Context: an optimization exercise on an open-source flow, tuned for small area, a short achievable clock period and few clock cycles per item. The choices shown serve that exercise and are no tape-out recipe.
At most, simulation tests tie the RTL to the original design; equivalence was not proved.

==> flow/design.v (excerpt) <==
module fir_top (
    input  wire       clk,
    input  wire       resetN,
    input  wire       sampleClk,
    input  wire [7:0] sample,
    output reg  [7:0] sum,
    output reg        dav
);
For scale: about 1100 cells after synthesis, about 140 flip-flops.
clock: 10.0 ns
lec_check: 0
cap_margin: 20
core_margin: 2
core_utilization: 40
setup_slack_margin: 5
slew_margin: 20
run.sh (not shown) runs the stock make flow with config.mk's settings and CLKGATE_MAP_FILE= SYNTH_SCRIPT=/design/flow/synth_recipe.tcl, a recipe that flattens the netlist after the stock synthesis.
Next try:
- SETUP_SLACK_MARGIN: 5 -> default
Result:
- clock-buffer cell count stays the same
- fmax falls by 9.2%
- hold slack is about the same
- wire length falls by 3.0%
- die area stays the same
- non-clock buffer count falls by 31
Function was not checked in any run of this note: the RTL went through the layout flow alone.

* * *

Setup of run A:
fir_top, a different RTL version from the one above (not shown whole).
Size: about 700 cells after synthesis, about 150 flip-flops, roughly 9900 um2 of cells after synthesis.
export LEC_CHECK = 0
export CAP_MARGIN = 20
export CORE_MARGIN = 2
export CORE_UTILIZATION = 75
export CTS_BUF_LIST = sky130_fd_sc_hd__clkbuf_8
export CTS_CLUSTER_SIZE = 30
export SETUP_SLACK_MARGIN = 5
export SLEW_MARGIN = 20
export SYNTH_HIERARCHICAL = 1
create_clock -name core_clock -period 10.0 [get_ports {clk}]
standard.sh (not shown) runs the stock make flow with config.mk's settings and CLKGATE_MAP_FILE= SYNTH_SCRIPT=/design/flow/synth_recipe.tcl, a recipe that flattens the netlist after the stock synthesis.
==> flow/flow/run.sh <==
#!/bin/bash
# The standard layout (the standard.sh: ORFS from synthesis to the final
# layout), with timing repair aiming at a larger setup margin than the flow
# settings allow. make's output goes to flow_make.log; each ORFS step writes
# its own log under orfs/logs, copied here at the end.
set -euo pipefail
bash standard.sh SETUP_SLACK_MARGIN=6.0 finish > flow_make.log 2>&1
cp orfs/logs/*/fir_top/base/*.log . 2>/dev/null || true
Both conditions hold for run A: the flow ran to the end and the final layout passed the timing, DRC and antenna checks.
Testbench counts of run A, summed over its fixed seeds: cycles 12,008, items 12,000.
Changes in run B relative to run A:
- CORE_UTILIZATION: 75 -> 65
==> flow/run.sh (new file) <==
#!/bin/bash
# synth_recipe.tcl (not shown) runs the flow's synth.tcl, then flattens the netlist and writes it again
# the make line also repeats each setting of config.mk as NAME=value (left out here)
make -C /OpenROAD-flow-scripts/flow DESIGN_CONFIG=/design/flow/config.mk WORK_HOME=/design/flow/orfs CLKGATE_MAP_FILE= SYNTH_SCRIPT=/design/flow/synth_recipe.tcl finish
removed: flow/flow/run.sh
removed: flow/standard.sh
## What came out
- From run A to run B the numbers moved as follows: cell area moved down, post-cts resize count moved down, starting DRC count in detailed routing moved down, final core utilization moved down, wire length reported by the detailed router moved down.
- Run B vs. run A: period utilization went up, portion of the layout cell area used by clock cells went up.
## Diff of input files: run C against run B
==> flow/flow/run.sh (new file) <==
#!/bin/bash
# The standard layout (the standard.sh: ORFS from synthesis to the final
# layout), with timing repair aiming at a larger setup margin than the flow
# settings allow. make's output goes to flow_make.log; each ORFS step writes
# its own log under orfs/logs, copied here at the end.
set -euo pipefail
bash standard.sh SETUP_SLACK_MARGIN=6.2 finish > flow_make.log 2>&1
cp orfs/logs/*/fir_top/base/*.log . 2>/dev/null || true
==> flow/standard.sh (new file) <==
#!/bin/bash
# synth_recipe.tcl (not shown) runs the flow's synth.tcl, then flattens the netlist and writes it again
# the make line also repeats each setting of config.mk as NAME=value (left out here)
make -C /OpenROAD-flow-scripts/flow DESIGN_CONFIG=/design/flow/config.mk WORK_HOME=/design/flow/orfs CLKGATE_MAP_FILE= SYNTH_SCRIPT=/design/flow/synth_recipe.tcl "${@:-finish}"
removed: flow/run.sh
[summary]
Having completed the whole flow, run C delivered a layout that passed the timing, DRC and antenna checks.
| clock network contribution to total cell area | run C vs run B | 0.71 points lower |
Input changes introduced in run D (baseline for comparison: run C):
==> flow/flow/run.sh <==
#!/bin/bash
# The standard layout (the standard.sh: ORFS from synthesis to the final
# layout) with timing repair aiming at a larger setup margin than the flow
# settings allow. ORFS writes each tool's log under orfs/logs; make's own
# output goes to flow_make.log here.
set -euo pipefail
bash standard.sh SETUP_SLACK_MARGIN=7.0 finish > flow_make.log 2>&1
### Flow results
- Quantity of gates resized following cts (higher): run D
- HPWL reported at the end of detailed placement delta (run D − run C): unfavourable
- Run D: done, clean on timing, DRC and antenna
- No stage failed in run C, and the final checks on the layout all came back clean.
[inputs] run E vs run D
--- a/flow/flow/run.sh
+++ b/flow/flow/run.sh
@@ -5,3 +5,3 @@
 # output goes to flow_make.log here.
 set -euo pipefail
-bash standard.sh SETUP_SLACK_MARGIN=7.0 finish > flow_make.log 2>&1
+bash standard.sh SETUP_SLACK_MARGIN=6.0 finish > flow_make.log 2>&1
Setup slack on the worst flop-to-flop path (run E over run D): decrease, 120 ps. Side by side, area growth from synthesis to layout turned out lower in run E than in run D. Number of buffers and inverters on the critical path is higher on run E. From run D to run E the numbers moved as follows: utilization after layout lower, worst setup slack has decreased, remaining max-slew budget at the tightest pin shows a reduction of 16 points.
Input-level comparison between run F and run E:
--- a/flow/flow/run.sh
+++ b/flow/flow/run.sh
@@ -5,3 +5,3 @@
 # output goes to flow_make.log here.
 set -euo pipefail
-bash standard.sh SETUP_SLACK_MARGIN=6.0 finish > flow_make.log 2>&1
+bash standard.sh SETUP_SLACK_MARGIN=6.5 finish > flow_make.log 2>&1
## What came out
Summary of run F over run E: number of non-filler instances in the completed layout rose 48; relative max-transition margin moved up; ratio of final minimum period to clock period barely changed. Compared to run E, run F has pin count of the biggest net entering global routing 1 lower. Diff run E -> run F: final worst hold slack decreased 7.9 ps; synthesized area held steady; non-clock buffer count saw an increase; global-route usage went up.

what the ideal ports hide:
The results above use ideal ports. As a check the final layouts listed here were re-extracted and re-timed, cells and wires unchanged.
Step 1 assumes that a clkbuf_16 drives the clock port and a buf_2 every other input.
Step 2 moves the port delays by t, midway between the first and last clock arrival at a register: inputs arrive t later, outputs are due t later. That takes back most of the time a late clock gives input paths.
a / b / c = ideal / step 1 / step 2; a / b = the first two.
run | shift t [ns] | setup WS [ns] | hold slack, ns | worst setup path after step 2 | latest minus earliest clock arrival (ns)
the first run of note 1 | 0.466 | 5.062 / 5.062 / 5.041 | 0.417 / 0.417 / 0.417 | input to register | 0.021 / 0.021
the second run of note 1 | 0.467 | 4.563 / 4.563 / 4.563 | 0.419 / 0.419 / 0.419 | register to register | 0.022 / 0.023
run A | 0.488 | 5.688 / 5.688 / 5.416 | 0.426 / 0.426 / 0.426 | input to register | 0.017 / 0.017
run B | 0.482 | 5.602 / 5.602 / 5.351 | 0.428 / 0.428 / 0.428 | input to register | 0.023 / 0.023
run C | 0.480 | 5.922 / 5.922 / 5.770 | 0.423 / 0.423 / 0.423 | input to register | 0.026 / 0.025
run D | 0.482 | 5.958 / 5.958 / 5.958 | 0.425 / 0.425 / 0.425 | register to register | 0.017 / 0.017
run E | 0.485 | 5.840 / 5.840 / 5.596 | 0.424 / 0.424 / 0.424 | input to register | 0.018 / 0.018
run F | 0.497 | 5.846 / 5.846 / 5.846 | 0.417 / 0.417 / 0.417 | register to register | 0.021 / 0.021
After both steps every run listed still meets setup and hold. For run A, which loses most, drivers alone change the setup slack by 0.000 ns; drivers and shift together by -0.272 ns.
